Context: an optimization exercise on an open-source flow, tuned for small area and a short achievable clock period. The choices shown serve that exercise and are no tape-out recipe. The RTL was checked by simulation tests, not by an equivalence proof against the original design.

==> flow/design.v (excerpt) <==
module filter #(parameter DATA_WIDTH = 16) (
    input clk,
    input rst_n,
    input signed [DATA_WIDTH-1:0] FilterIn,
    input ValidIn,
    output signed [32:0] data_out,
    output reg ValidOut);
clock: 10.5 ns
lec_check: 0
cap_margin: 20
core_margin: 2
core_utilization: 25
setup_slack_margin: 5
slew_margin: 20
synth_hierarchical: 1
tns_end_percent: 100
standard.sh (not shown) runs the stock make flow with config.mk's settings and CLKGATE_MAP_FILE= SYNTH_SCRIPT=/design/flow/synth_recipe.tcl, a recipe that flattens the netlist after the stock synthesis.
==> flow/flow/run.sh <==
#!/bin/bash
# Layout: the standard flow (standard.sh) unchanged, except that timing repair
# aims at a larger setup margin (a shorter period than the 10.5 ns clock) and the
# port buffers are plain buffers instead of delay cells.  make's full output goes
# to make_finish.log here; each ORFS step keeps its own log under orfs/logs/.
set -uo pipefail
bash standard.sh SETUP_SLACK_MARGIN=6.25 'BUFFER_PORTS_ARGS=-buffer_cell sky130_fd_sc_hd__buf_4' finish > make_finish.log 2>&1
status=$?
tail -n 40 make_finish.log
exit $status
Next try:
CORE_UTILIZATION = 65   (was 25)
Result:
- The changed run completed without violations
- flip-flop and latch count does not change
- hold slack gets better by 0.0037 ns
- die area goes down by 61%

---

## exp/amber
Another version of the RTL of filter (not shown whole).
Size: ~2500 cells after synthesis, about 550 flip-flops, about 0.037 mm^2 of cells after synthesis.
clock: 10.5 ns
lec_check: 0
cap_margin: 20
core_margin: 2
core_utilization: 65
setup_slack_margin: 5
slew_margin: 20
synth_hierarchical: 1
tns_end_percent: 100
==> flow/flow/run.sh <==
#!/bin/bash
# Layout: the standard flow (standard.sh) unchanged, except that timing repair
# aims at a larger setup margin (a shorter period than the 10.5 ns clock) and the
# port buffers are plain buffers instead of delay cells.  make's full output goes
# to make_finish.log here; each ORFS step keeps its own log under orfs/logs/.
set -uo pipefail
bash standard.sh SETUP_SLACK_MARGIN=6.5 'BUFFER_PORTS_ARGS=-buffer_cell sky130_fd_sc_hd__buf_4' finish > make_finish.log 2>&1
status=$?
tail -n 40 make_finish.log
exit $status
The final layout from exp/amber, which completed every stage, passed the timing, DRC and antenna checks at the end of the flow.
Relative to exp/amber, the following input files were edited for exp/indigo:
# exp/amber
export LEC_CHECK = 0
export CAP_MARGIN = 20
export CORE_MARGIN = 2
export CORE_UTILIZATION = 65
export SETUP_SLACK_MARGIN = 5
export SLEW_MARGIN = 20
export SYNTH_HIERARCHICAL = 1
export TNS_END_PERCENT = 100
create_clock -name core_clock -period 10.5 [get_ports {clk}]
# exp/indigo
export LEC_CHECK = 0
export CAP_MARGIN = 20
export CORE_MARGIN = 2
export CORE_UTILIZATION = 75
export SETUP_SLACK_MARGIN = 5
export SLEW_MARGIN = 20
export SYNTH_HIERARCHICAL = 1
export TNS_END_PERCENT = 100
create_clock -name core_clock -period 10.5 [get_ports {clk}]
diff --git a/flow/flow/run.sh b/flow/flow/run.sh
--- a/flow/flow/run.sh
+++ b/flow/flow/run.sh
@@ -6,3 +6,3 @@
 set -uo pipefail
-bash standard.sh SETUP_SLACK_MARGIN=6.5 'BUFFER_PORTS_ARGS=-buffer_cell sky130_fd_sc_hd__buf_4' finish > make_finish.log 2>&1
+bash standard.sh SETUP_SLACK_MARGIN=6.25 'BUFFER_PORTS_ARGS=-buffer_cell sky130_fd_sc_hd__buf_4' finish > make_finish.log 2>&1
 status=$?
--- outcome ---
- exp/indigo: full flow OK, the timing, DRC and antenna checks passed
- Between exp/indigo and exp/amber, global-route track usage on met1 is higher for exp/indigo, exp/amber comes in under that.
- Any difference in sequential cell count of the final layout between exp/amber and exp/indigo is small enough to ignore.
- Fmax: exp/indigo worse than exp/amber
- On post-route clock period utilization, the higher figure sits with exp/indigo, not exp/amber.
- Re clock period minus worst slack: exp/indigo is 0.52 ns up on exp/amber.
- Re via count: exp/indigo is 1514 up on exp/amber.
Changes in exp/raven relative to exp/indigo:
# exp/indigo
export LEC_CHECK = 0
export CAP_MARGIN = 20
export CORE_MARGIN = 2
export CORE_UTILIZATION = 75
export SETUP_SLACK_MARGIN = 5
export SLEW_MARGIN = 20
export SYNTH_HIERARCHICAL = 1
export TNS_END_PERCENT = 100
create_clock -name core_clock -period 10.5 [get_ports {clk}]
# exp/raven
export LEC_CHECK = 0
export CAP_MARGIN = 20
export CORE_MARGIN = 2
export CORE_UTILIZATION = 50
export SETUP_SLACK_MARGIN = 5
export SLEW_MARGIN = 20
export SYNTH_HIERARCHICAL = 1
export TNS_END_PERCENT = 100
create_clock -name core_clock -period 10.5 [get_ports {clk}]
--- outcome ---
Final cell count, exp/raven vs exp/indigo: up by more than 10%. Compared with exp/indigo, in exp/raven worst setup slack +0.60 ns, clock slew at the register clock pins of the worst setup and hold paths shows no meaningful change. exp/indigo reports its start point of the critical path as r1_10_0$_DFF_PN1_ while exp/raven reports pr6[9]$_DFF_PN0_. Route | exp/raven vs exp/indigo | wire shorter in exp/raven.
### exp/raven -> exp/onyx
# exp/raven
export LEC_CHECK = 0
export CAP_MARGIN = 20
export CORE_MARGIN = 2
export CORE_UTILIZATION = 50
export SETUP_SLACK_MARGIN = 5
export SLEW_MARGIN = 20
export SYNTH_HIERARCHICAL = 1
export TNS_END_PERCENT = 100
create_clock -name core_clock -period 10.5 [get_ports {clk}]
# exp/onyx
export LEC_CHECK = 0
export CAP_MARGIN = 20
export CORE_MARGIN = 2
export CORE_UTILIZATION = 65
export SETUP_SLACK_MARGIN = 5
export SLEW_MARGIN = 20
export SYNTH_HIERARCHICAL = 1
export TNS_END_PERCENT = 100
create_clock -name core_clock -period 10.5 [get_ports {clk}]
diff --git a/flow/flow/run.sh b/flow/flow/run.sh
--- a/flow/flow/run.sh
+++ b/flow/flow/run.sh
@@ -6,3 +6,3 @@
 set -uo pipefail
-bash standard.sh SETUP_SLACK_MARGIN=6.25 'BUFFER_PORTS_ARGS=-buffer_cell sky130_fd_sc_hd__buf_4' finish > make_finish.log 2>&1
+bash standard.sh SETUP_SLACK_MARGIN=6.35 'BUFFER_PORTS_ARGS=-buffer_cell sky130_fd_sc_hd__buf_4' finish > make_finish.log 2>&1
 status=$?
### Flow results
No run among exp/raven and exp/onyx stopped early or left any final violation; all are clean.
In exp/onyx, number of nets in the finished design is higher than in exp/raven.
From exp/raven to exp/onyx the numbers moved as follows: met3 layer usage reported by global route went up; clock-buffer cell count now sits lower.
Per the comparison of exp/onyx with exp/raven, clock skew after layout now larger.

---

Starting RTL as in the previous note.
clock: 10.5 ns
lec_check: 0
cap_margin: 20
core_margin: 2
core_utilization: 65
setup_slack_margin: 5
slew_margin: 20
synth_hierarchical: 1
tns_end_percent: 100
==> flow/flow/run.sh <==
#!/bin/bash
# Layout: the standard flow (standard.sh) unchanged, except that timing repair
# aims at a larger setup margin (a shorter period than the 10.5 ns clock) and the
# port buffers are plain buffers instead of delay cells.  make's full output goes
# to make_finish.log here; each ORFS step keeps its own log under orfs/logs/.
set -uo pipefail
bash standard.sh SETUP_SLACK_MARGIN=6.0 'BUFFER_PORTS_ARGS=-buffer_cell sky130_fd_sc_hd__buf_4' finish > make_finish.log 2>&1
status=$?
tail -n 40 make_finish.log
exit $status
==> next run, changes <==
--- a/flow/flow/run.sh
+++ b/flow/flow/run.sh
@@ -5,5 +5,5 @@
 # to make_finish.log here; each ORFS step keeps its own log under orfs/logs/.
 set -uo pipefail
-bash standard.sh SETUP_SLACK_MARGIN=6.0 'BUFFER_PORTS_ARGS=-buffer_cell sky130_fd_sc_hd__buf_4' finish > make_finish.log 2>&1
+bash standard.sh SETUP_SLACK_MARGIN=6.15 'BUFFER_PORTS_ARGS=-buffer_cell sky130_fd_sc_hd__buf_4' finish > make_finish.log 2>&1
 status=$?
 tail -n 40 make_finish.log
CORE_UTILIZATION = 25   (was 65)
Effect: The new run passed the timing, DRC and antenna checks. Synthesized cell count stays the same. Non-clock buffer count went up by 2. Final area went up by about 4%. Area after synthesis is unchanged.
==> next run, changes <==
--- a/flow/flow/run.sh
+++ b/flow/flow/run.sh
@@ -5,5 +5,5 @@
 # to make_finish.log here; each ORFS step keeps its own log under orfs/logs/.
 set -uo pipefail
-bash standard.sh SETUP_SLACK_MARGIN=6.15 'BUFFER_PORTS_ARGS=-buffer_cell sky130_fd_sc_hd__buf_4' finish > make_finish.log 2>&1
+bash standard.sh SETUP_SLACK_MARGIN=6.25 'BUFFER_PORTS_ARGS=-buffer_cell sky130_fd_sc_hd__buf_4' finish > make_finish.log 2>&1
 status=$?
 tail -n 40 make_finish.log
CORE_UTILIZATION = 30   (was 25)
Design area falls by 0.47%.
Area after synthesis is unchanged.
Flip-flop and latch count does not change.
Global-route usage rises by 2.6 points.
Setup slack improves by 120 ps.
Non-clock buffer count rises by 6.
==> next run, changes <==
CORE_UTILIZATION = 65   (was 30)
=> The new run went through all stages and came out clean; setup slack degrades by 89 ps; count of clock-buffer cells in the layout is higher by 6.

---

Another version of the RTL of filter (not shown whole).
For scale: roughly 2400 cells after synthesis, about 520 flip-flops, ~53 I/O pins, ~37000 sq um of cells after synthesis.
## filter
module filter #(parameter DATA_WIDTH = 16) (
    input clk,
    input rst_n,
    input signed [DATA_WIDTH-1:0] FilterIn,
    input ValidIn,
    output signed [32:0] data_out,
    output reg ValidOut);
Settings: LEC_CHECK=0, CAP_MARGIN=20, CORE_MARGIN=2, CORE_UTILIZATION=65, SETUP_SLACK_MARGIN=5, SLEW_MARGIN=20, SYNTH_HIERARCHICAL=1, TNS_END_PERCENT=100; clock period 10.5 ns.
run.sh (not shown) runs the stock make flow with config.mk's settings and CLKGATE_MAP_FILE= SYNTH_SCRIPT=/design/flow/synth_recipe.tcl, a recipe that flattens the netlist after the stock synthesis.
Stock flow here: none of the scripts above is used.
Then changed:
Settings changed: CORE_UTILIZATION 65 to 50, TNS_END_PERCENT 100 to unset.
Outcome:
- The changed run finished clean
- clock skew shrinks by 0.0052 ns
- synthesized area does not change
- global-route usage came out lower by 6.4 points
- design area is higher by 1.1%
- worst setup slack degrades by 0.053 ns
- via count falls by 0.81%
- sequential share of layout area is lower by 0.34 points
Then changed:
==> flow/flow/run.sh (new file) <==
#!/bin/bash
# Layout: the standard flow (standard.sh) unchanged, except that timing repair
# aims at a larger setup margin (a shorter period than the 10.5 ns clock) and the
# port buffers are plain buffers instead of delay cells.  make's full output goes
# to make_finish.log here; each ORFS step keeps its own log under orfs/logs/.
set -uo pipefail
bash standard.sh SETUP_SLACK_MARGIN=6.5 'BUFFER_PORTS_ARGS=-buffer_cell sky130_fd_sc_hd__buf_4' finish > make_finish.log 2>&1
status=$?
tail -n 40 make_finish.log
exit $status
==> flow/standard.sh (new file) <==
#!/bin/bash
# synth_recipe.tcl (not shown) runs the flow's synth.tcl, then flattens the netlist and writes it again
# the make line also repeats each setting of config.mk as NAME=value (left out here)
make -C /OpenROAD-flow-scripts/flow DESIGN_CONFIG=/design/flow/config.mk WORK_HOME=/design/flow/orfs CLKGATE_MAP_FILE= SYNTH_SCRIPT=/design/flow/synth_recipe.tcl "${@:-finish}"
Settings changed: CORE_UTILIZATION 50 to 65, TNS_END_PERCENT set to 100.
removed: flow/run.sh
Outcome: The changed run went through all stages and came out clean. Worst setup slack gets better by 0.096 ns. Wire length came out higher by 7.7%. Final cell count came out lower by about 1%. Worst hold slack is about the same. Sequential cell count stays the same. Sequential share of layout area came out lower by 1.2 points. Die area came out lower by 23%.

[static timing again, ports no longer ideal]
In the flow no input, the clock included, has a driving cell. The finished layouts below were timed again as built, in two steps.
Step 1 sets driving cells, clkbuf_16 on the clock port and buf_2 on the other inputs (assumed; they add their load-dependent delay and slew).
Step 2, shift: input delay + t, output delay - t, t = (earliest + latest rising clock arrival at the registers) / 2. This alone moves slack from input paths to output paths.
Slacks: ideal ports / drivers / drivers and shift; pairs: ideal ports / drivers.
run | t (ns) | setup WS [ns] | hold WS [ns]
the first run of note 1 | 0.685 | 6.219 / 6.043 / 5.357 | 0.330 / 0.330 / 0.330
the second run of note 1 | 0.683 | 6.226 / 6.105 / 5.422 | 0.334 / 0.334 / 0.334
exp/amber | 0.680 | 6.188 / 6.104 / 5.424 | 0.328 / 0.328 / 0.328
exp/indigo | 0.675 | 5.668 / 5.594 / 4.919 | 0.344 / 0.344 / 0.344
exp/raven | 0.704 | 6.263 / 6.176 / 5.472 | 0.344 / 0.344 / 0.344
exp/onyx | 0.681 | 6.253 / 6.166 / 5.485 | 0.331 / 0.331 / 0.331
the first run of note 3 | 0.671 | 6.051 / 6.024 / 5.354 | 0.349 / 0.349 / 0.349
the second run of note 3 | 0.692 | 6.193 / 6.193 / 5.509 | 0.341 / 0.341 / 0.341
the third run of note 3 | 0.698 | 6.309 / 6.167 / 5.469 | 0.335 / 0.335 / 0.335
the fourth run of note 3 | 0.683 | 6.220 / 6.144 / 5.461 | 0.345 / 0.345 / 0.345
the first run of note 4 | 0.675 | 5.043 / 4.977 / 4.772 | 0.347 / 0.347 / 0.347
the second run of note 4 | 0.686 | 4.990 / 4.925 / 4.890 | 0.341 / 0.341 / 0.341
the third run of note 4 | 0.682 | 5.086 / 5.022 / 5.704 | 0.339 / 0.339 / 0.339
After both steps setup and hold are still met in every run listed. For the first run of note 1, which loses most, drivers alone change the setup slack by -0.176 ns; drivers and shift together by -0.862 ns.
